What follows belongs to an exercise in optimizing a design on an open flow for small area and a short achievable clock period; a production flow would make more cautious choices.
Where RTL was checked, it was by simulation tests only, not by an equivalence proof against the original.
Function not checked in runs 2 and 5: the RTL went through the layout flow alone.
Power figures rest on the tool's default switching activity, not on a simulated workload.

==> flow/design.v <==
module ULA_LCD(clk, rst, rs, rw, en, dados, SOMA, SUBT, MULT, IGUAL, A, B, sinalA, sinalB);
	input [7:0] A;
	input [7:0] B;
	input sinalA;
	input sinalB;
	input SOMA;
	input SUBT;
	input MULT;
	input IGUAL;
	output en;
	output rw;
	output rs;
	output [7:0] dados;
	input clk;
	input rst;
	reg rs;
	reg en;
	reg [6:0] dados_r;   
	reg [15:0] Vr;       
	reg dsel;            
	parameter T45 = 2250, T5 = 250, T25 = 125;
	assign rw = 1'b0;
	localparam E0 = 4'd0,      
	           E1 = 4'd1,      
	           E2 = 4'd2,      
	           E3 = 4'd3,      
	           E4 = 4'd4,      
	           E5 = 4'd5,      
	           E6 = 4'd6,      
	           E9 = 4'd7,      
	           L1W = 4'd8,     
	           L1 = 4'd9,      
	           E15 = 4'd10,    
	           L2W = 4'd11,    
	           L2 = 4'd12;     
	reg [3:0] estado;    
	reg in20;            
	reg subest;
	reg [4:0] charPos;   
	reg flag_rst;
	reg [1:0] operacao;
	reg menos;
	reg menosA;
	reg menosB;
	reg flagbt1, flagbt2, flagbt3, flagbt4;
	reg sgn;             
	wire sE0 = (estado == E0);
	wire sE1 = (estado == E1);
	wire sE2 = (estado == E2);
	wire sE3 = (estado == E3);
	wire sE4 = (estado == E4);
	wire sE5 = (estado == E5);
	wire sE6 = (estado == E6);
	wire sE9 = (estado == E9);
	wire sL1W = (estado == L1W);
	wire sL1 = (estado == L1);
	wire sE15 = (estado == E15);
	wire sL2W = (estado == L2W);
	wire sL2 = (estado == L2);
	reg [7:0] cnt;
	wire flag45    = charPos[3] & (cnt == 8'd203);
	wire flag5     = (cnt > T5) | (sE1 & (charPos == 0));
	wire flag2meio = (cnt > T25);
	always @(posedge clk) begin
		if (rst)
			cnt <= 0;
		else if (flag_rst)
			cnt <= 1;
		else if (cnt != 8'd255 || sE0)
			cnt <= cnt + 1'b1;
	end
	wire opSom = (operacao == 2'd1);
	wire opSub = (operacao == 2'd2);
	wire opMul = (operacao == 2'd3);
	wire selB = charPos[3] | (charPos[2] & charPos[1]);    
	wire mulsel = sL2 & opMul;
	wire xa = sE15 | (sL2 ? opSom : ~selB);
	wire [7:0] X = mulsel ? B : {7'd0, xa};
	wire cin = sE15 | (sL2 & opSub & sgn);
	wire [7:0] Y = sE15 ? ~B :
	               sL2 ? (opSub ? (Vr[7:0] ^ {8{sgn}}) : opSom ? B : 8'd0) :
	               (selB ? B : 8'd0);
	reg [15:0] V;
	reg [7:0] s, c, ns, nc, pp;
	reg cy;
	integer r, k;
	always @(*) begin
		pp = A & {8{X[0]}};
		s = pp ^ Y ^ {7'd0, cin};
		c = (pp & Y) | ({7'd0, cin} & (pp ^ Y));
		V[0] = s[0];
		for (r = 1; r < 8; r = r + 1) begin
			pp = A & {8{X[r]}};
			for (k = 0; k < 8; k = k + 1) begin
				ns[k] = pp[k] ^ (k < 7 ? s[k+1] : 1'b0) ^ c[k];
				nc[k] = pp[k] & (k < 7 ? s[k+1] : 1'b0) | c[k] & (pp[k] ^ (k < 7 ? s[k+1] : 1'b0));
			end
			s = ns;
			c = nc;
			V[r] = s[0];
		end
		cy = 1'b0;
		for (k = 0; k < 8; k = k + 1) begin
			V[8+k] = (k < 7 ? s[k+1] : 1'b0) ^ c[k] ^ cy;
			cy = (k < 7 ? s[k+1] : 1'b0) & c[k] | cy & ((k < 7 ? s[k+1] : 1'b0) ^ c[k]);
		end
	end
	function [3:0] add3(input [3:0] x);
		case (x)
			4'd5: add3 = 4'd8;
			4'd6: add3 = 4'd9;
			4'd7: add3 = 4'd10;
			4'd8: add3 = 4'd11;
			4'd9: add3 = 4'd12;
			default: add3 = x;
		endcase
	endfunction
	reg [19:0] bcd;
	integer i;
	always @(*) begin
		bcd = 0;
		for (i = 15; i >= 0; i = i - 1) begin
			bcd[3:0] = add3(bcd[3:0]);
			bcd[7:4] = add3(bcd[7:4]);
			bcd[11:8] = add3(bcd[11:8]);
			bcd[15:12] = add3(bcd[15:12]);
			bcd = {bcd[18:0], Vr[i]};
		end
	end
	wire line2 = (estado == L2) | (estado == L2W);
	reg [3:0] dig;
	always @(*) begin
		if (line2) begin
			case (charPos[2:0])
				3'd2: dig = opMul ? bcd[19:16] : bcd[11:8];
				3'd3: dig = opMul ? bcd[15:12] : bcd[7:4];
				3'd4: dig = opMul ? bcd[11:8] : bcd[3:0];
				3'd5: dig = bcd[7:4];
				default: dig = bcd[3:0];
			endcase
		end
		else begin
			case (charPos[3:0])
				4'd1, 4'd7: dig = bcd[11:8];
				4'd2, 4'd8: dig = bcd[7:4];
				default: dig = bcd[3:0];
			endcase
		end
	end
	assign dados = {dados_r[6], dados_r[6:4], dsel ? dig : dados_r[3:0]};
	wire AgtB = V[8] & (V[7:0] != 0);
	wire BgtA = ~V[8];
	wire nz = (A != 0) & (B != 0);
	reg [1:0] opn;       
	reg menosn;
	always @(*) begin
		opn = operacao;
		menosn = menos;
		if (opSom) begin
			if (sinalA & !sinalB) begin
				opn = 2;
				menosn = AgtB;
			end
			else if (!sinalA & sinalB) begin
				opn = 2;
				menosn = BgtA;
			end
			else if (sinalA & sinalB) menosn = nz;
			else menosn = 0;
		end
		else if (opSub) begin
			if (sinalA & !sinalB) begin
				opn = 1;
				menosn = nz;
			end
			else if (!sinalA & sinalB) begin
				opn = 1;
				menosn = 0;
			end
			else if (sinalA & sinalB) menosn = AgtB;
			else menosn = BgtA;
		end
	end
	wire inW = sE1 | sE2 | sE3 | sE4 | sE5 | sE9 | sL1W | sL2W | sL2 | (sE15 & (operacao != 0));
	wire fire = !in20 & inW & subest & flag5;
	wire relS = sE6 & !in20 & SOMA & flagbt1;
	wire relU = sE6 & !in20 & SUBT & flagbt2;
	wire relM = sE6 & !in20 & MULT & flagbt3;
	wire relI = sE6 & !in20 & IGUAL & flagbt4;
	wire relOp = relS | relU | relM;
	wire l1 = !in20 & sL1;
	wire l1clr = charPos == 31;
	wire l1end = charPos == 17;
	wire l1off = charPos == 16;
	wire l1chr = !charPos[4];                
	wire l1signA = (charPos == 0) & sinalA & menosA;
	wire l1signB = (charPos == 6) & sinalB & menosB;
	wire l1dig = (charPos[3:0] == 0) | (charPos[3:0] == 1) | (charPos[3:0] == 2) |
	             (charPos[3:0] == 6) | (charPos[3:0] == 7) | (charPos[3:0] == 8);
	wire l1op = charPos[3:0] == 4;
	wire l2 = fire & sL2;
	wire l2last = opMul ? (charPos == 7) : (charPos == 5);
	wire l2sp = opMul ? (charPos == 6) : (charPos == 4);
	wire l2minus = (charPos == 1) & menos;
	wire l2skip = (charPos == 0);
	wire wr1 = l1 & (l1clr | l1chr);
	wire wr2 = l2 & !l2skip & !l2last;
	wire wrC = fire & (sE1 | sE2 | sE4 | sE9 | sE15);    
	wire wr = wr1 | wr2 | wrC;
	always @(posedge clk) begin
		if (rst) begin
			estado <= E0;
			in20 <= 0;
			subest <= 0;
			flag_rst <= 0;
			charPos <= 0;
			rs <= 0;
			en <= 0;
			dados_r <= 0;
			dsel <= 0;
			operacao <= 0;
			flagbt1 <= 0;
			flagbt2 <= 0;
			flagbt3 <= 0;
			flagbt4 <= 0;
		end
		else begin
			if (in20) subest <= !(subest & flag2meio);
			else subest <= inW & !(subest & flag5);
			if (in20 | inW) begin
				if (!subest) flag_rst <= 1;
				else if (!(in20 ? flag2meio : flag5)) flag_rst <= 0;
				else if (!in20 & (sE1 | sE2 | sE3 | sE4 | sE9 | sL1W)) flag_rst <= 1;
			end
			else if (relOp) flag_rst <= 1;
			en <= in20 | wr;
			if (in20) begin
				if (subest & flag2meio) in20 <= 0;
			end
			else if (sE0) begin
				if (flag45) estado <= E1;
			end
			else if (sE6) begin
				if (relI) estado <= E15;
				else if (relM | relU) estado <= L1;
				else if (relS) estado <= E9;
			end
			else if (l1) begin
				if (l1end) estado <= E6;
				else if (l1off | l1clr | l1chr) in20 <= 1;
				if (l1off | l1clr | l1chr) estado <= L1W;
			end
			else if (fire) begin
				if (!sE5 & !sL1W & !sL2W) in20 <= 1;
				case (estado)
					E1: estado <= (charPos == 3) ? E2 : E1;
					E2: estado <= E3;
					E3: estado <= E4;
					E4: estado <= E5;
					E5: estado <= E6;
					E9: estado <= L1W;
					L1W: estado <= L1;
					E15: estado <= L2W;
					L2W: estado <= L2;
					L2: estado <= l2last ? E6 : L2W;
					default: ;
				endcase
			end
			if (sE0 & !in20) begin
				if (flag45) charPos <= 0;
				else if (cnt == 8'd255) charPos <= charPos + 1'b1;
			end
			else if (sE6 & !in20) begin
				if (relI) charPos <= 0;
				else if (relOp) charPos <= 31;
			end
			else if ((fire & sE1) | (l1 & (l1clr | l1off | (l1chr & !l1signA & !l1signB))) |
			         (l2 & !l2minus & !l2last))
				charPos <= charPos + 1'b1;
			if (wr) rs <= wr1 ? !l1clr : wr2;
			if (wr) begin
				dsel <= 0;
				if (wrC) begin
					dados_r <= sE1 ? 7'h38 : sE2 ? 7'h0C : sE4 ? 7'h06 : sE15 ? 7'h40 : 7'h01;
				end
				else if (wr1) begin
					if (l1clr) dados_r <= 7'h01;
					else if (l1signA | l1signB) dados_r <= 7'd45;
					else if (l1dig) begin
						dados_r <= 7'h30;
						dsel <= 1;
					end
					else if (l1op) dados_r <= opSom ? 7'd43 : opSub ? 7'd45 : 7'd42;
					else dados_r <= 7'd32;
				end
				else begin
					if (l2minus) dados_r <= 7'd45;
					else if (l2sp) dados_r <= 7'd32;
					else begin
						dados_r <= 7'h30;
						dsel <= 1;
					end
				end
			end
			else if (fire & sE3) begin
				dados_r <= 7'h01;
				dsel <= 0;
			end
			else if (!in20 & sE5 & !subest) begin
				dados_r <= 0;
				dsel <= 0;
			end
			if (sE6 & !in20) begin
				if (relM) operacao <= 3;
				else if (relU) operacao <= 2;
				else if (relS) operacao <= 1;
			end
			else if (sE15 & !in20) operacao <= opn;
			if (sE6 & !in20) begin
				if (!SOMA & !flagbt1) flagbt1 <= 1;
				else if (SOMA & flagbt1) flagbt1 <= 0;
				if (!SUBT & !flagbt2) flagbt2 <= 1;
				else if (SUBT & flagbt2) flagbt2 <= 0;
				if (!MULT & !flagbt3) flagbt3 <= 1;
				else if (MULT & flagbt3) flagbt3 <= 0;
				if (!IGUAL & !flagbt4) flagbt4 <= 1;
				else if (IGUAL & flagbt4) flagbt4 <= 0;
			end
		end
	end
	always @(posedge clk) begin
		if (wr | (sE15 & !in20)) Vr <= V;
		if (sE15 & !in20) begin
			if (fire & (opn == 3)) menos <= (sinalA ^ sinalB) & nz;
			else menos <= menosn;
			sgn <= ~V[8];
		end
		else if (wr & sL2 & opSub) sgn <= 0;    
		if (!(sE15 & !in20) & l2 & l2minus) menos <= 0;
		if (relOp) begin
			menosA <= 1;
			menosB <= 1;
		end
		else if (l1 & l1signA) menosA <= 0;
		else if (l1 & l1signB) menosB <= 0;
	end
endmodule
==> flow/flow/run.sh <==
#!/bin/bash
# Standard ORFS layout, except that after the standard synthesis the
# combinational logic is mapped again by ABC for area (flow/remap.abc);
# the flip-flops of the standard synthesis are kept as they are, with their
# names and cells.
set -euo pipefail
HERE=$(pwd)
R=$HERE/orfs/results/sky130hd/ULA_LCD/base
LIB=$FLOW_HOME/platforms/sky130hd/lib/sky130_fd_sc_hd__tt_025C_1v80.lib

bash standard.sh synth > $HERE/synth_std.log 2>&1

cp $R/1_2_yosys.v $HERE/netlist_std.v
cat > $HERE/remap.ys <<EOY
read_liberty -ignore_miss_func $LIB
read_verilog $HERE/netlist_std.v
hierarchy -top ULA_LCD
setattr -mod -set blackbox 1 sky130_fd_sc_hd__*df*
flatten
opt -full
techmap
opt -fast
abc -liberty $LIB $(cat $HERE/flow/dontuse.txt) -script $HERE/flow/remap.abc
opt_clean -purge
hilomap -singleton -hicell sky130_fd_sc_hd__conb_1 HI -locell sky130_fd_sc_hd__conb_1 LO
insbuf -buf sky130_fd_sc_hd__buf_4 A X
splitnets
opt_clean -purge
tee -o $HERE/remap_stat.log stat -liberty $LIB
write_verilog -noattr -nohex -nodec $HERE/netlist_remap.v
EOY
yosys -s $HERE/remap.ys > $HERE/remap.log 2>&1

# the remapped logic must do what the standard synthesis does
cat > $HERE/remap_equiv.ys <<EOY
read_liberty -ignore_miss_func $LIB
read_verilog $HERE/netlist_std.v
rename ULA_LCD gold
read_verilog $HERE/netlist_remap.v
rename ULA_LCD gate
flatten gold gate
hierarchy -check
setattr -mod -set blackbox 1 sky130_fd_sc_hd__*df*
opt_clean
equiv_make gold gate eq
hierarchy -top eq
equiv_simple -seq 1
equiv_status -assert
EOY
yosys -s $HERE/remap_equiv.ys > $HERE/remap_equiv.log 2>&1

cp $HERE/netlist_remap.v $R/1_2_yosys.v
touch $R/1_2_yosys.v
bash standard.sh finish SETUP_SLACK_MARGIN=87.2 "BUFFER_PORTS_ARGS=-buffer_cell sky130_fd_sc_hd__buf_2" > $HERE/finish.log 2>&1
==> flow/flow/dontuse.txt <==
-dont_use sky130_fd_sc_hd__lpflow_bleeder_1 -dont_use sky130_fd_sc_hd__lpflow_clkbufkapwr_1 -dont_use sky130_fd_sc_hd__lpflow_clkbufkapwr_16 -dont_use sky130_fd_sc_hd__lpflow_clkbufkapwr_2 -dont_use sky130_fd_sc_hd__lpflow_clkbufkapwr_4 -dont_use sky130_fd_sc_hd__lpflow_clkbufkapwr_8 -dont_use sky130_fd_sc_hd__lpflow_clkinvkapwr_1 -dont_use sky130_fd_sc_hd__lpflow_clkinvkapwr_16 -dont_use sky130_fd_sc_hd__lpflow_clkinvkapwr_2 -dont_use sky130_fd_sc_hd__lpflow_clkinvkapwr_4 -dont_use sky130_fd_sc_hd__lpflow_clkinvkapwr_8 -dont_use sky130_fd_sc_hd__lpflow_decapkapwr_12 -dont_use sky130_fd_sc_hd__lpflow_decapkapwr_3 -dont_use sky130_fd_sc_hd__lpflow_decapkapwr_4 -dont_use sky130_fd_sc_hd__lpflow_decapkapwr_6 -dont_use sky130_fd_sc_hd__lpflow_decapkapwr_8 -dont_use sky130_fd_sc_hd__lpflow_inputiso0n_1 -dont_use sky130_fd_sc_hd__lpflow_inputiso0p_1 -dont_use sky130_fd_sc_hd__lpflow_inputiso1n_1 -dont_use sky130_fd_sc_hd__lpflow_inputiso1p_1 -dont_use sky130_fd_sc_hd__lpflow_inputisolatch_1 -dont_use sky130_fd_sc_hd__lpflow_isobufsrc_1 -dont_use sky130_fd_sc_hd__lpflow_isobufsrc_16 -dont_use sky130_fd_sc_hd__lpflow_isobufsrc_2 -dont_use sky130_fd_sc_hd__lpflow_isobufsrc_4 -dont_use sky130_fd_sc_hd__lpflow_isobufsrc_8 -dont_use sky130_fd_sc_hd__lpflow_isobufsrckapwr_16 -dont_use sky130_fd_sc_hd__lpflow_lsbuf_lh_hl_isowell_tap_1 -dont_use sky130_fd_sc_hd__lpflow_lsbuf_lh_hl_isowell_tap_2 -dont_use sky130_fd_sc_hd__lpflow_lsbuf_lh_hl_isowell_tap_4 -dont_use sky130_fd_sc_hd__lpflow_lsbuf_lh_isowell_4 -dont_use sky130_fd_sc_hd__lpflow_lsbuf_lh_isowell_tap_1 -dont_use sky130_fd_sc_hd__lpflow_lsbuf_lh_isowell_tap_2 -dont_use sky130_fd_sc_hd__lpflow_lsbuf_lh_isowell_tap_4 -dont_use sky130_fd_sc_hd__probe_p_8 -dont_use sky130_fd_sc_hd__probec_p_8 
==> flow/flow/remap.abc <==
strash
&get -n
&deepsyn -T 30
&dch -f
&nf -p -R 1000
&put
topo
==> flow/standard.sh <==
#!/bin/bash
# synth_recipe.tcl (not shown) runs the flow's synth.tcl, then flattens the netlist and writes it again
# the make line also repeats each setting of config.mk as NAME=value (left out here)
make -C /OpenROAD-flow-scripts/flow DESIGN_CONFIG=/design/flow/config.mk WORK_HOME=/design/flow/orfs CLKGATE_MAP_FILE= SYNTH_SCRIPT=/design/flow/synth_recipe.tcl "${@:-finish}"
==> flow/config.mk <==
export PLATFORM = sky130hd
export DESIGN_NAME = ULA_LCD
export DESIGN_NICKNAME = ULA_LCD
export VERILOG_FILES = /design/flow/design.v
export SDC_FILE = /design/flow/constraint.sdc
export NUM_CORES = 4
export LEC_CHECK = 0
export ABC_AREA = 1
export CAP_MARGIN = 20
export CORE_MARGIN = 2
export CORE_UTILIZATION = 60
export CTS_BUF_LIST = sky130_fd_sc_hd__clkbuf_8
export CTS_CLUSTER_SIZE = 30
export SLEW_MARGIN = 20
==> flow/constraint.sdc <==
create_clock -name core_clock -period 120.0 [get_ports {clk}]
set_input_delay 24.0000 -clock core_clock [delete_from_list [all_inputs] [get_ports {clk}]]
set_output_delay 24.0000 -clock core_clock [all_outputs]
set_load 0.01 [all_outputs]
==> results of run 1 <==
[through the flow]
stage               hold WS [ns]  instances  power [mW]
global route              0.4870       1164     0.03771
floorplan                 0.4226        975     0.02239
detailed placement        0.4380       1144     0.02376
finish                    0.4494       1164     0.03619
CTS                       0.4536       1155     0.03656
global placement          0.4344       1144     0.02374
[power groups by stage]
stage          clock (mW)  sequential, mW  combinational (mW)
2_1_floorplan           0          0.0200             0.00237
5_1_grt            0.0139          0.0196             0.00421
4_1_cts            0.0132          0.0196             0.00375
6_report           0.0128          0.0196             0.00379
3_5_place_dp            0          0.0200             0.00372
3_3_place_gp            0          0.0200             0.00370
[worst max-delay path: cells and delay by family (launching register included)]
family	cells	cell delay [ns]
compound gates	19	3.62
simple gates	14	2.54
xor+xnor	4	0.94
flops	1	0.50
buf+inv	2	0.18
[path summary, 6_finish.rpt]
kind	startpoint	end	slack (ns)	cells past startpoint
min	menosB	menosB	0.45	2
min reg2reg	menosB	menosB	0.45	2
max reg2reg	estado[1]	Vr[14]	112.56	30
max	Vr[13]	dados[1]	87.89	39
[area by class of cell]
type	instances	area (um2)
Multi-Input combinational cell	888	5268
Fill cell	1017	3587
Sequential cell	56	1291
Timing Repair Buffer	46	262.8
Tap cell	140	175.2
Inverter	26	97.59
Clock buffer	5	68.82
Clock inverter	3	42.54
[cell usage in the layout, fill, tap and decap left out, types with 7 or more instances in the layout]
master,instances
sky130_fd_sc_hd__nand3b_1,8
sky130_fd_sc_hd__xnor2_1,71
sky130_fd_sc_hd__dfxtp_1,39
sky130_fd_sc_hd__or2_0,18
sky130_fd_sc_hd__edfxtp_1,17
sky130_fd_sc_hd__o21ai_0,64
sky130_fd_sc_hd__nand2b_1,41
sky130_fd_sc_hd__and2_0,20
sky130_fd_sc_hd__a21oi_1,89
sky130_fd_sc_hd__nand3_1,40
sky130_fd_sc_hd__o221ai_1,10
sky130_fd_sc_hd__a21o_1,9
sky130_fd_sc_hd__nor3_1,29
sky130_fd_sc_hd__a31oi_1,12
sky130_fd_sc_hd__nand4_1,7
sky130_fd_sc_hd__nor2b_1,26
sky130_fd_sc_hd__and3_1,13
sky130_fd_sc_hd__buf_2,33
sky130_fd_sc_hd__clkinv_1,26
sky130_fd_sc_hd__nor3b_1,7
sky130_fd_sc_hd__buf_4,13
sky130_fd_sc_hd__maj3_1,22
sky130_fd_sc_hd__nand2_1,173
sky130_fd_sc_hd__xor2_1,29
sky130_fd_sc_hd__nor2_1,98
[registers in the layout, indices dropped and copies added, names as in the netlist, named ones only]
register / count
menosB: 1
flag_rst: 1
cnt: 8
en: 1
flagbt1: 1
menosA: 1
dsel: 1
flagbt4: 1
subest: 1
Vr: 16
flagbt3: 1
sgn: 1
menos: 1
charPos: 5
rs: 1
dados_r: 7
in20: 1
flagbt2: 1
estado: 4
[routing by layer]
metal  share of wire  wire, um
met2            0.43      7275
met1            0.50      8456
met5               0         0
met3           0.057       963
met4          0.0094       158
[what timing repair did]
action,CTS,global route
setup endpoints to repair,4,4
pin swaps,0,3
buffers inserted,3,9
gates resized for setup,3,23
==> impl_summary.log, run 1 <==
INFO  metric slowest_stage = sky130_fd_sc_hd__edfxtp_1
INFO  metric dieArea = 11830 um2
INFO  metric internal-power = about 27 uW
INFO  metric clkPwrFrac = 0.354
INFO  metric gr-usage-met3 = 0.04363
INFO  metric netSwitchingFraction = 0.2466
INFO  metric ir_worst_vdd = between 7 and 8 uV
INFO  metric worstPathRequired = 96.00 ns
INFO  metric setup_violators_final = 0
INFO  metric cts_hold_buffers = 0
INFO  metric tritoncts = yes
INFO  metric avgSynthCellArea = a little under 7 um2
INFO  metric floorplan_die_height = 108.8 um
INFO  metric cellPowerDensity = 5.023 nW/um2
INFO  metric critical-path-max-stage-delay = 0.50 ns
INFO  metric number_of_global_route_vias_before_repair = ~5700
INFO  metric floorplan.die.width = about 110 um
INFO  metric grt.total_usage = 0.2819
INFO  metric diodes = 0
INFO  metric max_cap_viols = 0
INFO  metric clock_skew = 0.009738 ns
INFO  metric slew_violations = 0
INFO  metric num_io_pins = 35
INFO  metric ctsHtreeMaxLevel = 2
INFO  metric finalWirelength = ~17000 um
INFO  metric drt-pass1-iter-count = 5
INFO  metric seq_power_share = 0.541
INFO  metric fmax = between 30 and 40 MHz
INFO  metric grt_setup_unrepaired = true
INFO  metric tritoncts_buffer_count = 5
INFO  metric route.antenna.remaining_nets = 0
INFO  metric cts.reportedPaths.clkPinSlew = roughly 0.10 ns
INFO  metric place_area = 6894 um2
INFO  metric num_vias = 6888
INFO  metric layout-drive-gt1-share = 0.07031
INFO  metric core-area = 10790 um2
INFO  metric starting_density_of_the_core = 0.6100
INFO  metric timing.max_slew.rel_slack = 0.4266
INFO  metric number_of_nets_in_the_synthesized_netlist = 999
INFO  metric design.final.nets = 1047
INFO  metric initial_antenna_violation_count = 0
INFO  metric grt_remaining_overflow = 0
INFO  metric placement.io_buffers = 33
INFO  metric root_buffer = sky130_fd_sc_hd__clkbuf_8
INFO  metric setup_total_negative_slack = 0 ns
INFO  metric leakage = 2.560 nW
INFO  metric grt_max_degree = 25
INFO  metric outcome = no timing/DRC/antenna violations
INFO  metric synth_area = 6584 um2
INFO  metric worst_pin_slew = 0.8562 ns
INFO  metric row_count = 38
INFO  metric route.detailed.wl_per_inst = 14.48 um
INFO  metric clock_insertion_delay_worst_skew = about 0.33 ns
INFO  metric dp_worst_slack = 87.10 ns
INFO  metric met2_usage = 0.4223
INFO  metric globalplace.congestion = 0.9411
INFO  metric post-route-util = 0.6676
INFO  metric net-switching-power = 8.924 uW
INFO  metric critical-path-top-cell-by-count = sky130_fd_sc_hd__o21ai_0
INFO  metric fin_area = 7206 um2
INFO  metric syn-instance-count = 975
INFO  metric grt_busiest_layer = met1
INFO  metric worst_ep_arrival_time = just over 8 ns
INFO  metric finalCritPeriodShare = 0.2676
INFO  metric fin_ws = 87.89 ns
INFO  metric gr-usage-met1 = 0.4259
INFO  metric critPathLaunchType = flip-flop
INFO  metric ctsLongestPathBuffers = 2
INFO  metric timing.critical_path.to_type = primary output
INFO  metric min_path_type = reg2reg
INFO  metric detail_route.iter0.violations = approximately 670
INFO  metric crit_path_max_fanout = 8
INFO  metric count_of_synthesis_stage_warnings_from_yosys = 1
INFO  metric wire_length_of_the_first_global_routing_pass = 27040 um
INFO  metric cts_num_sinks = between 50 and 60
INFO  metric worstSetupPathType = reg2out
INFO  metric fin_crit = 32.11 ns
INFO  metric detailed_place_hpwl = 13090 um
INFO  metric drc = 0
INFO  metric post_drt_via_cell_ratio = about 6
INFO  metric area_growth = 9.445%
INFO  metric finalHoldViolCount = 0
INFO  metric share_of_total_power_in_combinational_logic = 0.105
==> run 2: changes to the inputs <==
--- a/flow/design.v
+++ b/flow/design.v
@@ -14,9 +14,9 @@
 	input clk;
 	input rst;
-	reg rs;
 	reg en;
 	reg [6:0] dados_r;   
 	reg [15:0] Vr;       
 	reg dsel;            
+	assign rs = dsel | (dados_r[5] & ~dados_r[4]);
 	parameter T45 = 2250, T5 = 250, T25 = 125;
 	assign rw = 1'b0;
@@ -215,5 +215,4 @@
 			flag_rst <= 0;
 			charPos <= 0;
-			rs <= 0;
 			en <= 0;
 			dados_r <= 0;
@@ -278,5 +277,4 @@
 			         (l2 & !l2minus & !l2last))
 				charPos <= charPos + 1'b1;
-			if (wr) rs <= wr1 ? !l1clr : wr2;
 			if (wr) begin
 				dsel <= 0;
==> run 2 against run 1 <==
Against the previous run:
- synthesized area up 1.6%
- core utilization up 6.5 points
- non-clock buffer count up 34
- setup slack worse by 1.2 ns
- fmax down 3.7%
- critical endpoint is now dados[2]
==> impl_summary.log, run 2 <==
INFO  metric outcome = no timing/DRC/antenna violations
INFO  metric seq_area = 1271 um2 (-1.6%)
INFO  metric layout-drive-gt1-share = 0.1632 (+0.09290)
INFO  metric clock_skew = 0.008068 ns (-0.001670 ns)
INFO  metric tritoncts = yes
INFO  metric floorplan.die.width = 109.6 um (+0.79%)
INFO  metric ir_worst_vdd = 4.430 uV (-42%)
INFO  metric worst_pin_slew = 0.9961 ns (+0.1399 ns)
INFO  metric timing.critical_path.to_type = primary output
INFO  metric globalplace.congestion = 0.9440 (+0.31%)
INFO  metric avgSynthCellArea = 6.849 um2 (+1.4%)
INFO  metric grt_busiest_layer = met2
INFO  metric gr-usage-met3 = 0.05691 (+0.01327)
INFO  metric fmax = 29.99 MHz (-3.7%)
INFO  metric leakage = 2.798 nW (+9.3%)
INFO  metric crit_path_max_fanout = 5 (-3)
INFO  metric timing.max_slew.rel_slack = 0.3359 (-0.09062)
INFO  metric finalCritPeriodShare = 0.2778 (+0.01022)
INFO  metric clock_insertion_delay_worst_skew = 0.33 ns (about the same)
INFO  metric largestRegisters = Vr: 16 flops, cnt: 8 flops, dados_r: 7 flops
INFO  metric cts_num_sinks = 55 (-1.8%)
INFO  metric placement.io_buffers = 33 (unchanged)
INFO  metric diodes = 0 (unchanged)
INFO  metric critPathLaunchType = flip-flop
INFO  metric detailed_place_hpwl = 13530 um (+3.3%)
INFO  metric wire_length_of_the_first_global_routing_pass = 28410 um (+5.1%)
INFO  metric min_path_type = reg2reg
INFO  metric setup_violators_final = 0 (unchanged)
INFO  metric starting_density_of_the_core = 0.6173 (+0.007251)
INFO  metric hold_depth = 2 (unchanged)
INFO  metric max_cap_viols = 0 (unchanged)
INFO  metric num_vias = 7421 (+7.7%)
INFO  metric finalWirelength = 19850 um (+18%)
INFO  metric initial_antenna_violation_count = 0 (unchanged)
INFO  metric worstReg2RegEnd = Vr[14]
INFO  metric worst_ep_arrival_time = 9.34 ns (+1.23 ns)
INFO  metric drc = 0 (unchanged)
INFO  metric fin_ws = 86.66 ns (-1.226 ns)
INFO  metric whs_endpoint = menos
INFO  metric critical-path-top-cell-by-count = sky130_fd_sc_hd__nor2_2
INFO  metric dp_worst_slack = 85.93 ns (-1.168 ns)
INFO  metric grt_setup_unrepaired = true
INFO  metric fillers = 903 (-11%)
INFO  metric multiInputGateArea = 5727 um2 (+8.7%)
INFO  metric root_buffer = sky130_fd_sc_hd__clkbuf_8
INFO  metric core-area = 10840 um2 (+0.44%)
INFO  metric design.final.nets = 1083 (+3.4%)
INFO  metric grt_remaining_overflow = 0 (unchanged)
INFO  metric largest_register_ff_count = 16 (unchanged)
INFO  metric syn-instance-count = 977 (+0.21%)
INFO  metric finalHoldViolCount = 0 (unchanged)
INFO  metric fin_crit = 33.34 ns (+1.226 ns)
INFO  metric setup_total_negative_slack = 0 ns (unchanged)
INFO  metric slowest_stage = sky130_fd_sc_hd__edfxtp_1
INFO  metric row_count = 38 (unchanged)
INFO  metric registers.top_by_ff_count = Vr
INFO  metric hold_path.startpoint = menos
INFO  metric count_of_synthesis_stage_warnings_from_yosys = 1 (unchanged)
INFO  metric number_of_global_route_vias_before_repair = 6089 (+7.3%)
INFO  metric number_of_nets_in_the_synthesized_netlist = 1001 (+0.20%)
INFO  metric dieArea = 12010 um2 (+1.6%)
INFO  metric most_common_library_cell_in_the_layout_ignoring_fill_and_taps = sky130_fd_sc_hd__nand2_1
INFO  metric floorplan_die_height = 109.6 um (+0.79%)
INFO  metric worstPathRequired = 96.00 ns (about the same)
INFO  metric route.detailed.wl_per_inst = 16.54 um (+14%)
INFO  metric met2_usage = 0.4608 (+0.03844)
INFO  metric detail_route.iter0.violations = 779 (+16%)
INFO  metric power = 35.79 uW (-1.1%)
INFO  metric area_growth = 18.64%
INFO  metric grt_max_degree = 31 (+24%)
INFO  metric num_io_pins = 35 (unchanged)
INFO  metric slew_violations = 0 (unchanged)
INFO  metric worst_r2r_path_depth = 30 (unchanged)
INFO  metric cts.reportedPaths.clkPinSlew = 0.11 ns (about the same)
INFO  metric synth_area = 6691 um2 (+1.6%)
INFO  metric reg2reg_slack = 111.70 ns (-0.86 ns)
INFO  metric post_drt_via_cell_ratio = 6.184 (+4.5%)
INFO  metric ctsHtreeMaxLevel = 2 (unchanged)
INFO  metric drt-pass1-iter-count = 5 (unchanged)
INFO  metric critical-path-max-stage-delay = 0.48 ns (-0.02 ns)
INFO  metric grt.total_usage = 0.2941 (+0.01221)
INFO  metric cellPowerDensity = 4.508 nW/um2 (-10%)
INFO  metric gr-usage-met1 = 0.4236 (-0.002323)
INFO  metric reg2reg_from = estado[3]
INFO  metric ctsLongestPathBuffers = 2 (unchanged)
INFO  metric route.antenna.remaining_nets = 0 (unchanged)
INFO  metric worstSetupPathType = reg2out
INFO  metric mostFrequentLayoutCells = sky130_fd_sc_hd__nand2_1 (135), sky130_fd_sc_hd__nor2_1 (126), sky130_fd_sc_hd__a21oi_1 (68), sky130_fd_sc_hd__xnor2_1 (68), sky130_fd_sc_hd__xor2_1 (60)
INFO  metric tritoncts_buffer_count = 5 (unchanged)
run 2: cell types whose count changed in the layout (fill, tap and decap cells not counted), sizes merged, moves of 9 or more:
cell,delta
a21oi,-14
buf,+34
nand2,-36
nand2b,-17
nand3,-23
nor2,+45
o22ai,+9
xor2,+34
run 2: worst max-delay path, delay by kind of cell, from the launching register on:
| kind | cells | cell delay, ns |
|---|---|---|
| AO/OA/AOI/OAI | 18 | 2.82 |
| XOR/XNOR | 7 | 1.28 |
| buffers and inverters | 5 | 0.57 |
| flip-flops | 1 | 0.48 |
| AND/OR/NAND/NOR | 26 | 3.83 |
run 2: worst max path at each step:
stage	start	endpoint	depth (start not counted)
floorplan	Vr[15]	dados[2]	50
global placement	Vr[15]	dados[3]	53
detailed placement	Vr[15]	dados[2]	51
CTS	Vr[13]	dados[2]	54
global route	Vr[13]	dados[2]	57
finish	Vr[13]	dados[2]	56
run 2: what timing repair did:
action | in CTS | in global routing
gates resized for setup | 34 | 86
setup buffers | 19 | 27
hold endpoints to repair | 0 | 0
setup endpoints to repair | 4 | 4
hold buffers | 0 | 0
pin swaps | 17 | 55
run 2: where the power goes:
group	total, mW	switching, mW	leakage (nW)	internal, mW
logic	0.00320	0.00202	2.26	0.00118
clock network	0.0132	0.00700	0.0599	0.00625
registers	0.0193	0.000103	0.478	0.0192
total	0.0358	0.00912	2.80	0.0267
run 2: through the flow:
step,instances,hold WS [ns],util,cell area (um2)
after floorplan,977,0.4258,-,6703
after global placement,1146,0.4436,0.6469,7013
after detailed placement,1146,0.4507,0.6469,7013
after CTS,1173,0.4661,0.6816,7388
after global routing,1200,0.4872,0.7323,7939
final,1200,0.4653,0.7323,7939
run 2: layer usage:
| layer | vias to the layer above | wire length, um |
|---|---|---|
| li1 | 3637 | - |
| met1 | 3420 | 8754 |
| met2 | 317 | 9009 |
| met3 | 47 | 1639 |
| met4 | 0 | 442 |
| met5 | - | 0 |
run 2: final cells by class:
type / instances / area share
clock inverter: 3 / 0.005359
clock buffer: 5 / 0.008668
timing repair buffer: 80 / 0.06824
multi-input combinational: 887 / 0.7214
sequential: 55 / 0.1601
inverter: 30 / 0.01418
tap: 140 / 0.02206
==> run 3: changes to the inputs <==
--- a/flow/design.v
+++ b/flow/design.v
@@ -14,9 +14,9 @@
 	input clk;
 	input rst;
+	reg rs;
 	reg en;
 	reg [6:0] dados_r;   
 	reg [15:0] Vr;       
 	reg dsel;            
-	assign rs = dsel | (dados_r[5] & ~dados_r[4]);
 	parameter T45 = 2250, T5 = 250, T25 = 125;
 	assign rw = 1'b0;
@@ -215,4 +215,5 @@
 			flag_rst <= 0;
 			charPos <= 0;
+			rs <= 0;
 			en <= 0;
 			dados_r <= 0;
@@ -277,4 +278,5 @@
 			         (l2 & !l2minus & !l2last))
 				charPos <= charPos + 1'b1;
+			if (wr) rs <= wr1 ? !l1clr : wr2;
 			if (wr) begin
 				dsel <= 0;
--- a/flow/config.mk
+++ b/flow/config.mk
@@ -9,5 +9,5 @@
 export CAP_MARGIN = 20
 export CORE_MARGIN = 2
-export CORE_UTILIZATION = 60
+export CORE_UTILIZATION = 70
 export CTS_BUF_LIST = sky130_fd_sc_hd__clkbuf_8
 export CTS_CLUSTER_SIZE = 30
==> run 3 against run 2 <==
Against the previous run:
- clock skew up 0.013 ns
- non-clock buffer count down 32
- first-iteration DRC count down 25%
- critical endpoint is now dados[1]
- largest cell class unchanged
==> impl_summary.log, run 3 <==
INFO  metric fillers = 701 (-22%)
INFO  metric critPathLaunchType = flip-flop
INFO  metric hold_path.startpoint = menosA
INFO  metric seq_power_share = 0.566 (+0.026)
INFO  metric worst_pin_slew = 0.8123 ns (-0.1838 ns)
INFO  metric route.antenna.remaining_nets = 0 (unchanged)
INFO  metric setup_total_negative_slack = 0 ns (unchanged)
INFO  metric worst_ep_arrival_time = 8.44 ns (-0.90 ns)
INFO  metric reg2reg_from = estado[1]
INFO  metric clock_insertion_delay_worst_skew = 0.32 ns (about the same)
INFO  metric layout-drive-gt1-share = 0.07505 (-0.08816)
INFO  metric netSwitchingFraction = 0.2685 (+0.01361)
INFO  metric met2_usage = 0.5908 (+0.1300)
INFO  metric critical-path-max-stage-delay = 0.41 ns (-0.07 ns)
INFO  metric clock_skew = 0.02147 ns (+0.01340 ns)
INFO  metric ir_worst_vdd = 5.295 uV (+20%)
INFO  metric hold_depth = 2 (unchanged)
INFO  metric cts_num_sinks = 56 (+1.8%)
INFO  metric slew_violations = 0 (unchanged)
INFO  metric num_io_pins = 35 (unchanged)
INFO  metric grt_remaining_overflow = 0 (unchanged)
INFO  metric detailed_place_hpwl = 14130 um (+4.4%)
INFO  metric mostFrequentLayoutCells = sky130_fd_sc_hd__nand2_1 (172), sky130_fd_sc_hd__nor2_1 (98), sky130_fd_sc_hd__a21oi_1 (90)
INFO  metric grt_busiest_layer = met2
INFO  metric internal-power = 25.33 uW (-5.0%)
INFO  metric fin_ws = 87.56 ns (+0.8990 ns)
INFO  metric starting_density_of_the_core = 0.7159 (+0.09865)
INFO  metric crit_path_max_fanout = 14 (+9)
INFO  metric avgSynthCellArea = 6.753 um2 (-1.4%)
INFO  metric globalplace.congestion = 0.9785 (+3.7%)
INFO  metric power = 34.63 uW (-3.2%)
INFO  metric post_drt_via_cell_ratio = 6.562 (+6.1%)
INFO  metric leakage = 2.574 nW (-8.0%)
INFO  metric min_path_type = reg2reg
INFO  metric fmax = 30.82 MHz (+2.8%)
INFO  metric wire_length_of_the_first_global_routing_pass = 29610 um (+4.2%)
INFO  metric slowest_stage = sky130_fd_sc_hd__edfxtp_1
INFO  metric dp_worst_slack = 86.73 ns (+0.7976 ns)
INFO  metric whs_endpoint = menosA
INFO  metric number_of_global_route_vias_before_repair = 6621 (+8.7%)
INFO  metric cellPowerDensity = 4.825 nW/um2 (+7.1%)
INFO  metric fin_crit = 32.44 ns (-0.8990 ns)
INFO  metric count_of_synthesis_stage_warnings_from_yosys = 1 (unchanged)
INFO  metric num_vias = 7461 (+0.54%)
INFO  metric cts_hold_buffers = 0 (unchanged)
INFO  metric timing.critical_path.buf_inv = 3 (-2)
INFO  metric timing.critical_path.to_type = primary output
INFO  metric worstReg2RegEnd = Vr[14]
INFO  metric area_growth = 8.989%
INFO  metric setup_violators_final = 0 (unchanged)
INFO  metric largest_register_ff_count = 16 (unchanged)
INFO  metric tritoncts_buffer_count = 5 (unchanged)
INFO  metric placement.io_buffers = 33 (unchanged)
INFO  metric critical-path-top-cell-by-count = sky130_fd_sc_hd__nand2_1
INFO  metric core-area = 9196 um2 (-15%)
INFO  metric finalHoldViolCount = 0 (unchanged)
INFO  metric finalCritPeriodShare = 0.2703 (-0.007492)
INFO  metric ctsHtreeMaxLevel = 2 (unchanged)
INFO  metric clkPwrFrac = 0.322 (-0.048)
INFO  metric route.detailed.wl_per_inst = 16.72 um (+1.1%)
INFO  metric cts.reportedPaths.clkPinSlew = 0.11 ns (about the same)
INFO  metric worstSetupPathType = reg2out
INFO  metric drc = 0 (unchanged)
INFO  metric finalWirelength = 19010 um (-4.2%)
INFO  metric dieArea = 10200 um2 (-15%)
INFO  metric design.final.nets = 1049 (-3.1%)
INFO  metric reg2reg_slack = 112.21 ns (+0.51 ns)
INFO  metric ctsLongestPathBuffers = 2 (unchanged)
INFO  metric gr-usage-met3 = 0.05479 (-0.002121)
INFO  metric grt_setup_unrepaired = false
INFO  metric outcome = no timing/DRC/antenna violations
INFO  metric largestRegisters = Vr: 16 flops, cnt: 8 flops, dados_r: 7 flops
INFO  metric root_buffer = sky130_fd_sc_hd__clkbuf_8
INFO  metric max_cap_viols = 0 (unchanged)
INFO  metric detail_route.iter0.violations = 586 (-25%)
INFO  metric share_of_total_power_in_combinational_logic = 0.111 (+0.022)
INFO  metric worstPathRequired = 96.00 ns (about the same)
INFO  metric number_of_nets_in_the_synthesized_netlist = 999 (-0.20%)
INFO  metric tritoncts = yes
INFO  metric registers.top_by_ff_count = Vr
INFO  metric critical_path.startpoint = Vr[15]
INFO  metric synth_area = 6584 um2 (-1.6%)
INFO  metric floorplan_die_height = 101.0 um (-7.9%)
INFO  metric diodes = 0 (unchanged)
INFO  metric gr-usage-met1 = 0.4626 (+0.03901)
INFO  metric net-switching-power = 9.297 uW (+1.9%)
INFO  metric syn-instance-count = 975 (-0.20%)
INFO  metric timing.max_slew.rel_slack = 0.4559 (+0.1200)
INFO  metric floorplan.die.width = 101.0 um (-7.9%)
INFO  metric most_common_library_cell_in_the_layout_ignoring_fill_and_taps = sky130_fd_sc_hd__nand2_1
INFO  metric worst_r2r_path_depth = 34 (+13%)
INFO  metric drt-pass1-iter-count = 6 (+1)
INFO  metric grt.total_usage = 0.3494 (+0.05533)
INFO  metric critical_path.top_delay_family = simple AND/OR/NAND/NOR gates
INFO  metric row_count = 35 (-7.9%)
INFO  metric grt_max_degree = 25 (-19%)
INFO  metric initial_antenna_violation_count = 0 (unchanged)
run 3: worst max-delay path by stage:
| stage | slack (ns) | cells after the start | endpoint |
|---|---|---|---|
| global placement | 87.55 | 41 | dados[1] |
| CTS | 87.21 | 41 | dados[1] |
| global route | 87.02 | 43 | dados[1] |
| finish | 87.56 | 39 | dados[1] |
| floorplan | 88.41 | 39 | dados[2] |
| detailed placement | 86.73 | 41 | dados[1] |
run 3: worst register-to-register path, delay by kind of cell, from the launching register on:
family / cells / cell delay, ns
AND/OR/NAND/NOR: 14 / 2.78
flip-flops: 1 / 0.59
adder cells (fa/ha/maj): 1 / 0.41
XOR/XNOR: 5 / 0.82
AO/OA/AOI/OAI: 14 / 2.96
run 3: timing repair:
item	4_1_cts	5_1_grt
buffers inserted	3	11
endpoints found under the setup margin	4	4
pin swaps	0	6
gates resized for setup	9	23
run 3: power groups by stage:
stage          registers [mW]  clock network [mW]  logic [mW]
5_1_grt                0.0196              0.0116     0.00424
3_5_place_dp           0.0200                   0     0.00375
3_3_place_gp           0.0200                   0     0.00358
4_1_cts                0.0196              0.0112     0.00377
6_report               0.0196              0.0112     0.00386
2_1_floorplan          0.0200                   0     0.00237
run 3: metal layers:
metal / vias to the layer above / wire (um)
li1: 3564 / -
met2: 420 / 8923
met4: 0 / 467
met5: - / 0
met3: 59 / 1647
met1: 3418 / 7973
run 3: stage by stage:
| stage | instances | utilization | cell area (um2) | hold WS (ns) |
|---|---|---|---|---|
| final | 1137 | 0.7803 | 7176 | 0.4693 |
| after global routing | 1137 | 0.7803 | 7176 | 0.4819 |
| after detailed placement | 1115 | 0.7457 | 6858 | 0.4464 |
| after floorplan | 975 | - | 6584 | 0.4226 |
| after CTS | 1126 | 0.7622 | 7009 | 0.4643 |
| after global placement | 1115 | 0.7457 | 6858 | 0.4313 |
run 3: layout make-up:
type                            count  area [um2]  area share
Timing Repair Buffer               48       277.8     0.03871
Clock inverter                      3       25.02    0.003487
Sequential cell                    56        1291      0.1799
Multi-Input combinational cell    888        5276      0.7353
Inverter                           26       97.59     0.01360
Clock buffer                        5       68.82    0.009590
Tap cell                          111       138.9     0.01935
==> run 4: changes to the inputs <==
--- a/flow/config.mk
+++ b/flow/config.mk
@@ -9,6 +9,7 @@
 export CAP_MARGIN = 20
 export CORE_MARGIN = 2
-export CORE_UTILIZATION = 70
+export CORE_UTILIZATION = 60
 export CTS_BUF_LIST = sky130_fd_sc_hd__clkbuf_8
 export CTS_CLUSTER_SIZE = 30
+export PLACE_DENSITY = 0.8
 export SLEW_MARGIN = 20
==> run 4 against run 3 <==
Against the previous run:
- global-route usage down 7.7 points
- die area up 16%
- critical path depth up 2
- largest cell class unchanged
- clock power down 7%
- total power down 2.4%
- critical path type unchanged
- cell count up 2.1%
- sequential cell count unchanged
- synthesized area unchanged
==> impl_summary.log, run 4 <==
INFO  metric outcome = no timing/DRC/antenna violations
INFO  metric timing.critical_path.to_type = primary output
INFO  metric finalCritPeriodShare = 0.2680 (-0.002303)
INFO  metric wire_length_of_the_first_global_routing_pass = 26520 um (-10%)
INFO  metric fin_worst_hold_slack = 0.4552 ns (-0.01412 ns)
INFO  metric grt_remaining_overflow = 0 (unchanged)
INFO  metric design.final.nets = 1044 (-0.48%)
INFO  metric worstSetupPathType = reg2out
INFO  metric tritoncts_buffer_count = 5 (unchanged)
INFO  metric ctsHtreeMaxLevel = 2 (unchanged)
INFO  metric max_cap_viols = 0 (unchanged)
INFO  metric reg2reg_slack = 112.56 ns (+0.35 ns)
INFO  metric diodes = 0 (unchanged)
INFO  metric fmax = 31.09 MHz (+0.86%)
INFO  metric critical-path-top-cell-by-count = sky130_fd_sc_hd__nand2_1
INFO  metric route.antenna.remaining_nets = 0 (unchanged)
INFO  metric cts.reportedPaths.clkPinSlew = 0.11 ns (about the same)
INFO  metric num_vias = 6953 (-6.8%)
INFO  metric largest_register_ff_count = 16 (unchanged)
INFO  metric initial_antenna_violation_count = 0 (unchanged)
INFO  metric setup_violators_final = 0 (unchanged)
INFO  metric cellPowerDensity = 4.707 nW/um2 (-2.5%)
INFO  metric worst_ep_arrival_time = 8.17 ns (-0.27 ns)
INFO  metric clock_insertion_delay_worst_skew = 0.32 ns (about the same)
INFO  metric setup_total_negative_slack = 0 ns (unchanged)
INFO  metric worst_r2r_path_depth = 30 (-12%)
INFO  metric floorplan.die.width = 108.8 um (+7.7%)
INFO  metric final_cell_count_no_fill = 1161 (+2.1%)
INFO  metric count_of_synthesis_stage_warnings_from_yosys = 1 (unchanged)
INFO  metric num_io_pins = 35 (unchanged)
INFO  metric area_growth = 9.027% (about the same)
INFO  metric most_common_library_cell_in_the_layout_ignoring_fill_and_taps = sky130_fd_sc_hd__nand2_1
INFO  metric finalWirelength = 16310 um (-14%)
INFO  metric cts_num_sinks = 56 (unchanged)
INFO  metric finalHoldViolCount = 0 (unchanged)
INFO  metric leakage = 2.540 nW (-1.3%)
INFO  metric largestRegisters = Vr: 16 flops, cnt: 8 flops, dados_r: 7 flops
INFO  metric layout-drive-gt1-share = 0.06954 (-0.005509)
INFO  metric number_of_global_route_vias_before_repair = 5761 (-13%)
INFO  metric slowest_stage = sky130_fd_sc_hd__or3_1
INFO  metric fin_crit = 32.17 ns (-0.2763 ns)
INFO  metric avgSynthCellArea = 6.753 um2 (unchanged)
INFO  metric drc = 0 (unchanged)
INFO  metric registers.top_by_ff_count = Vr
INFO  metric grt_max_degree = 25 (unchanged)
INFO  metric whs_endpoint = menosB
INFO  metric worstReg2RegEnd = Vr[14]
INFO  metric number_of_nets_in_the_synthesized_netlist = 999 (unchanged)
INFO  metric detail_route.iter0.violations = 573 (-2.2%)
INFO  metric placement.io_buffers = 33 (unchanged)
INFO  metric clock_skew = 0.01901 ns (-0.002457 ns)
INFO  metric post_drt_via_cell_ratio = 5.989 (-8.7%)
INFO  metric route.detailed.wl_per_inst = 14.05 um (-16%)
INFO  metric slew_violations = 0 (unchanged)
INFO  metric hold_depth = 2 (unchanged)
INFO  metric detailed_place_hpwl = 12560 um (-11%)
INFO  metric fin_area = 7178 um2 (about the same)
INFO  metric worst_pin_slew = 0.9203 ns (+0.1080 ns)
INFO  metric crit_path_max_fanout = 14 (unchanged)
INFO  metric timing.max_slew.rel_slack = 0.3817 (-0.07421)
INFO  metric mostFrequentLayoutCells = sky130_fd_sc_hd__nand2_1 (172), sky130_fd_sc_hd__nor2_1 (99), sky130_fd_sc_hd__a21oi_1 (89)
INFO  metric syn-instance-count = 975 (unchanged)
INFO  metric drt-pass1-iter-count = 5 (-1)
INFO  metric numPlacedInstances = 1143 (+2.5%)
INFO  metric root_buffer = sky130_fd_sc_hd__clkbuf_8
INFO  metric cts_hold_buffers = 0 (unchanged)
INFO  metric core-area = 10790 um2 (+17%)
INFO  metric starting_density_of_the_core = 0.6100 (-0.1059)
INFO  metric critical-path-max-stage-delay = 0.44 ns (+0.03 ns)
INFO  metric row_count = 38 (+8.6%)
INFO  metric ctsLongestPathBuffers = 2 (unchanged)
INFO  metric min_path_type = reg2reg
INFO  metric worstPathRequired = 96.00 ns (about the same)
INFO  metric reg2reg_from = estado[1]
INFO  metric grt.total_usage = 0.2723 (-0.07709)
INFO  metric grt_setup_unrepaired = false
INFO  metric tritoncts = yes
INFO  metric floorplan_die_height = 108.8 um (+7.7%)
INFO  metric power = 33.79 uW (-2.4%)
INFO  metric critical_path.top_delay_family = compound AO/OA/AOI/OAI gates
INFO  metric worst-path-stages = 41 (+5.1%)
INFO  metric ir_worst_vdd = 6.920 uV (+31%)
INFO  metric globalplace.congestion = 0.9526 (-2.6%)
INFO  metric critPathLaunchType = flip-flop
INFO  metric synth_area = 6584 um2 (unchanged)
INFO  metric hold_path.startpoint = menosB
INFO  metric place_area = 6887 um2 (+0.42%)
INFO  metric timing.critical_path.buf_inv = 3 (unchanged)
INFO  metric dieArea = 11830 um2 (+16%)
## run 4: changes by cell type in the layout (fill, tap and decap cells not counted), moves of 2 or more
cell                      delta
sky130_fd_sc_hd__buf_4       -5
sky130_fd_sc_hd__o21ai_1     -4
sky130_fd_sc_hd__o21ai_0     +2
sky130_fd_sc_hd__o21ai_2     +2
## run 4: through the flow
step / utilization / setup slack, ns
6_report: 0.6651 / 87.83
3_5_place_dp: 0.6381 / 87.17
2_1_floorplan: - / 88.41
3_3_place_gp: 0.6381 / 87.55
4_1_cts: 0.6494 / 87.30
5_1_grt: 0.6651 / 87.07
## run 4: worst max path at each step
stage / start / to / slack, ns
final: Vr[15] / dados[2] / 87.83
after global routing: Vr[15] / dados[2] / 87.07
after CTS: Vr[15] / dados[1] / 87.30
after detailed placement: Vr[15] / dados[1] / 87.17
after global placement: Vr[15] / dados[1] / 87.55
after floorplan: Vr[15] / dados[2] / 88.41
## run 4: cell type report
type	count	area, um2
Clock inverter	3	17.52
Timing Repair Buffer	43	240.2
Multi-Input combinational cell	888	5288
Sequential cell	56	1291
Clock buffer	5	68.82
Fill cell	1000	3615
Tap cell	140	175.2
Inverter	26	97.59
## run 4: timing repair
item                       CTS  global route
setup endpoints to repair    4             4
hold endpoints to repair     0             0
resized for setup            3            28
gates cloned                 0             0
buffers inserted             3             7
pin swaps                    0             4
## run 4: worst register-to-register path, delay by kind of cell, from the launching register on
kind	cells	cell delay [ns]
AND/OR/NAND/NOR	13	2.29
AO/OA/AOI/OAI	8	2.18
XOR/XNOR	8	1.74
flip-flops	1	0.58
adder cells (fa/ha/maj)	1	0.39
## run 4: power breakdown
group	switching (mW)	leakage [nW]	internal, mW
logic	0.00227	2.01	0.00150
clock network	0.00631	0.0497	0.00410
registers	0.0000757	0.483	0.0195
total	0.00865	2.54	0.0251
## run 4: metal layers
layer	up-vias	GRT usage	routed length (um)
li1	3555	-	-
met1	3153	0.4161	8036
met3	25	0.02929	994
met2	220	0.4112	7049
met5	-	0	0
met4	0	0.05952	233
==> run 5: changes to the inputs <==
--- a/flow/design.v
+++ b/flow/design.v
@@ -14,9 +14,9 @@
 	input clk;
 	input rst;
-	reg rs;
 	reg en;
 	reg [6:0] dados_r;   
 	reg [15:0] Vr;       
-	reg dsel;            
+	wire dsel = (dados_r == 7'h30);
+	assign rs = dados_r[5] & (~dados_r[4] | (dados_r[3:0] == 4'd0));
 	parameter T45 = 2250, T5 = 250, T25 = 125;
 	assign rw = 1'b0;
@@ -215,8 +215,6 @@
 			flag_rst <= 0;
 			charPos <= 0;
-			rs <= 0;
 			en <= 0;
 			dados_r <= 0;
-			dsel <= 0;
 			operacao <= 0;
 			flagbt1 <= 0;
@@ -278,7 +276,5 @@
 			         (l2 & !l2minus & !l2last))
 				charPos <= charPos + 1'b1;
-			if (wr) rs <= wr1 ? !l1clr : wr2;
 			if (wr) begin
-				dsel <= 0;
 				if (wrC) begin
 					dados_r <= sE1 ? 7'h38 : sE2 ? 7'h0C : sE4 ? 7'h06 : sE15 ? 7'h40 : 7'h01;
@@ -289,5 +285,4 @@
 					else if (l1dig) begin
 						dados_r <= 7'h30;
-						dsel <= 1;
 					end
 					else if (l1op) dados_r <= opSom ? 7'd43 : opSub ? 7'd45 : 7'd42;
@@ -299,5 +294,4 @@
 					else begin
 						dados_r <= 7'h30;
-						dsel <= 1;
 					end
 				end
@@ -305,9 +299,7 @@
 			else if (fire & sE3) begin
 				dados_r <= 7'h01;
-				dsel <= 0;
 			end
 			else if (!in20 & sE5 & !subest) begin
 				dados_r <= 0;
-				dsel <= 0;
 			end
 			if (sE6 & !in20) begin
==> run 5 against run 4 <==
Against the previous run:
- critical path depth shrank 6
- still clean
- critical endpoint unchanged
- cell count up 0.95%
- sequential share of layout area down 0.83 points
==> impl_summary.log, run 5 <==
INFO  metric fin_worst_hold_slack = 0.4690 ns (+0.01385 ns)
INFO  metric setup_total_negative_slack = 0 ns (unchanged)
INFO  metric dieArea = 12170 um2 (+2.9%)
INFO  metric met2_usage = 0.4654 (+0.05422)
INFO  metric ctsHtreeMaxLevel = 2 (unchanged)
INFO  metric largest_register_ff_count = 16 (unchanged)
INFO  metric registers.top_by_ff_count = Vr
INFO  metric grt_max_degree = 20 (-20%)
INFO  metric leakage = 2.570 nW (+1.2%)
INFO  metric route.detailed.wl_per_inst = 15.18 um (+8.0%)
INFO  metric detailed_place_hpwl = 13700 um (+9.1%)
INFO  metric grt_setup_unrepaired = false
INFO  metric timing.critical_path.to_type = primary output
INFO  metric detail_route.iter0.violations = 640 (+12%)
INFO  metric dp_worst_slack = 87.69 ns (+0.5202 ns)
INFO  metric count_of_synthesis_stage_warnings_from_yosys = 1 (unchanged)
INFO  metric ir_worst_vdd = 8.587 uV (+24%)
INFO  metric seq_area = 1251 um2 (-3.1%)
INFO  metric floorplan.die.width = 110.3 um (+1.5%)
INFO  metric number_of_global_route_vias_before_repair = 6212 (+7.8%)
INFO  metric crit_path_max_fanout = 9 (-5)
INFO  metric tritoncts_buffer_count = 5 (unchanged)
INFO  metric num_io_pins = 35 (unchanged)
INFO  metric worst_pin_slew = 0.8620 ns (-0.05833 ns)
INFO  metric cts.reportedPaths.clkPinSlew = 0.11 ns (about the same)
INFO  metric cellPowerDensity = 10.56 nW/um2 (+120%)
INFO  metric power = 76.99 uW (+130%)
INFO  metric min_path_type = reg2reg
INFO  metric slowest_stage = sky130_fd_sc_hd__edfxtp_1
INFO  metric final_cell_count_no_fill = 1172 (+0.95%)
INFO  metric fmax = 31.13 MHz (+0.12%)
INFO  metric ctsLongestPathBuffers = 2 (unchanged)
INFO  metric mostFrequentLayoutCells = sky130_fd_sc_hd__nand2_1 (172), sky130_fd_sc_hd__nor2_1 (90), sky130_fd_sc_hd__o21ai_0 (78)
INFO  metric worst_ep_arrival_time = 8.13 ns (-0.04 ns)
INFO  metric gr-usage-met1 = 0.4139 (-0.002219)
INFO  metric worstPathRequired = 96.00 ns (about the same)
INFO  metric route.antenna.remaining_nets = 0 (unchanged)
INFO  metric core-area = 10940 um2 (+1.3%)
INFO  metric number_of_nets_in_the_synthesized_netlist = 1015 (+1.6%)
INFO  metric post_drt_via_cell_ratio = 6.263 (+4.6%)
INFO  metric fin_ws = 87.87 ns (+0.04010 ns)
INFO  metric grt_remaining_overflow = 0 (unchanged)
INFO  metric critical-path-top-cell-by-count = sky130_fd_sc_hd__nor2_1
INFO  metric cts_num_sinks = 54 (-3.6%)
INFO  metric drt-pass1-iter-count = 5 (unchanged)
INFO  metric globalplace.congestion = 1.011 (+6.1%)
INFO  metric diodes = 0 (unchanged)
INFO  metric avgSynthCellArea = 6.847 um2 (+1.4%)
INFO  metric placement.io_buffers = 33 (unchanged)
INFO  metric floorplan_die_height = 110.3 um (+1.5%)
INFO  metric finalCritPeriodShare = 0.2677 (-0.0003342)
INFO  metric finalWirelength = 17790 um (+9.0%)
INFO  metric numPlacedInstances = 1160 (+1.5%)
INFO  metric area_growth = 7.468%
INFO  metric most_common_library_cell_in_the_layout_ignoring_fill_and_taps = sky130_fd_sc_hd__nand2_1
INFO  metric slew_violations = 0 (unchanged)
INFO  metric gr-usage-met3 = 0.02998 (+0.0006937)
INFO  metric clock_skew = 0.01345 ns (-0.005561 ns)
INFO  metric clock_insertion_delay_worst_skew = 0.32 ns (about the same)
INFO  metric multiInputGateArea = 5459 um2 (+3.2%)
INFO  metric design.final.nets = 1055 (+1.1%)
INFO  metric setup_violators_final = 0 (unchanged)
INFO  metric critical-path-max-stage-delay = 0.50 ns (+0.06 ns)
INFO  metric cts_hold_buffers = 0 (unchanged)
INFO  metric num_vias = 7340 (+5.6%)
INFO  metric initial_antenna_violation_count = 0 (unchanged)
INFO  metric root_buffer = sky130_fd_sc_hd__clkbuf_8
INFO  metric row_count = 38 (unchanged)
INFO  metric synth_area = 6785 um2 (+3.1%)
INFO  metric drc = 0 (unchanged)
INFO  metric layout-drive-gt1-share = 0.05523 (-0.01431)
INFO  metric outcome = no timing/DRC/antenna violations
INFO  metric max_cap_viols = 0 (unchanged)
INFO  metric worstSetupPathType = reg2out
INFO  metric grt_busiest_layer = met2
INFO  metric wire_length_of_the_first_global_routing_pass = 28340 um (+6.8%)
INFO  metric starting_density_of_the_core = 0.6205 (+0.01046)
INFO  metric tritoncts = yes
INFO  metric finalHoldViolCount = 0 (unchanged)
INFO  metric largestRegisters = Vr: 16 flops, cnt: 8 flops, dados_r: 7 flops
INFO  metric fin_crit = 32.13 ns (-0.04010 ns)
INFO  metric syn-instance-count = 991 (+1.6%)
INFO  metric fillers = 1027 (+2.7%)
INFO  metric timing.max_slew.rel_slack = 0.4175 (+0.03577)
INFO  metric grt.total_usage = 0.2879 (+0.01551)
INFO  metric critPathLaunchType = flip-flop
[run 5: worst max-delay path: cells and delay by family, from the launching register on]
family,cells,cell delay (ns)
simple gates,15,2.80
buf+inv,1,0.13
xor+xnor,4,0.91
flops,1,0.50
compound gates,15,3.46
[run 5: stage by stage]
step,cell area (um2),util
2_1_floorplan,6785,-
5_1_grt,7292,0.6668
3_5_place_dp,7096,0.6489
3_3_place_gp,7096,0.6489
6_report,7292,0.6668
4_1_cts,7191,0.6576
[run 5: power by group]
part           internal, mW  switching, mW
registers            0.0208        0.00259
logic                0.0177         0.0250
clock network       0.00431        0.00659
total                0.0428         0.0342
[run 5: repair_timing]
item | CTS | global route
hold endpoints to repair | 0 | 0
resized for setup | 0 | 15
setup endpoints to repair | 0 | 4
buffers inserted | 0 | 4
[run 5: per-layer routing]
metal,part of all wire,vias up
li1,-,3671
met1,0.48,3396
met2,0.45,241
met3,0.058,32
met4,0.016,0
met5,0,-
[run 5: worst paths after layout]
check	from	to	slack (ns)	cells past startpoint
worst min-delay path	flagbt4	flagbt4	0.47	2
worst max-delay path	Vr[12]	dados[2]	87.87	35
worst min register to register	flagbt4	flagbt4	0.47	2
worst max register to register	estado[2]	Vr[14]	111.99	33
[run 5: cell type report]
cell class | instances | area share
multi-input cells | 903 | 0.7486
flip-flops and latches | 54 | 0.1716
clock buffers | 5 | 0.009437
inverters | 29 | 0.01493
well taps | 140 | 0.02402
repair buffers | 38 | 0.02780
clock inverters | 3 | 0.003603

## separate check: timing with driven ports
Ports are ideal in the flow. The routed layouts listed here were re-timed in OpenROAD. Step 1 (the two cells are an assumption about what drives the block):
set clk [get_ports {clk}]
set_driving_cell -lib_cell sky130_fd_sc_hd__clkbuf_16 $clk
set_driving_cell -lib_cell sky130_fd_sc_hd__buf_2 [delete_from_list [all_inputs] $clk]
Step 2 also shifts input and output timing later by t, the mid clock arrival at the registers, as if the neighbouring blocks saw the same clock. Slacks: no drivers / after step 1 / after step 2; pairs: no drivers / after step 1.
run | shift t [ns] | setup slack, ns | clock arrival spread, ns
run 1 | 0.359 | 87.886 / 87.850 / 88.209 | 0.010 / 0.010
run 2 | 0.360 | 86.659 / 86.624 / 86.984 | 0.008 / 0.008
run 3 | 0.349 | 87.558 / 87.522 / 87.871 | 0.022 / 0.022
run 4 | 0.347 | 87.835 / 87.800 / 88.147 | 0.019 / 0.019
run 5 | 0.351 | 87.875 / 87.841 / 88.192 | 0.013 / 0.013
After both steps setup and hold are still met in every run listed.
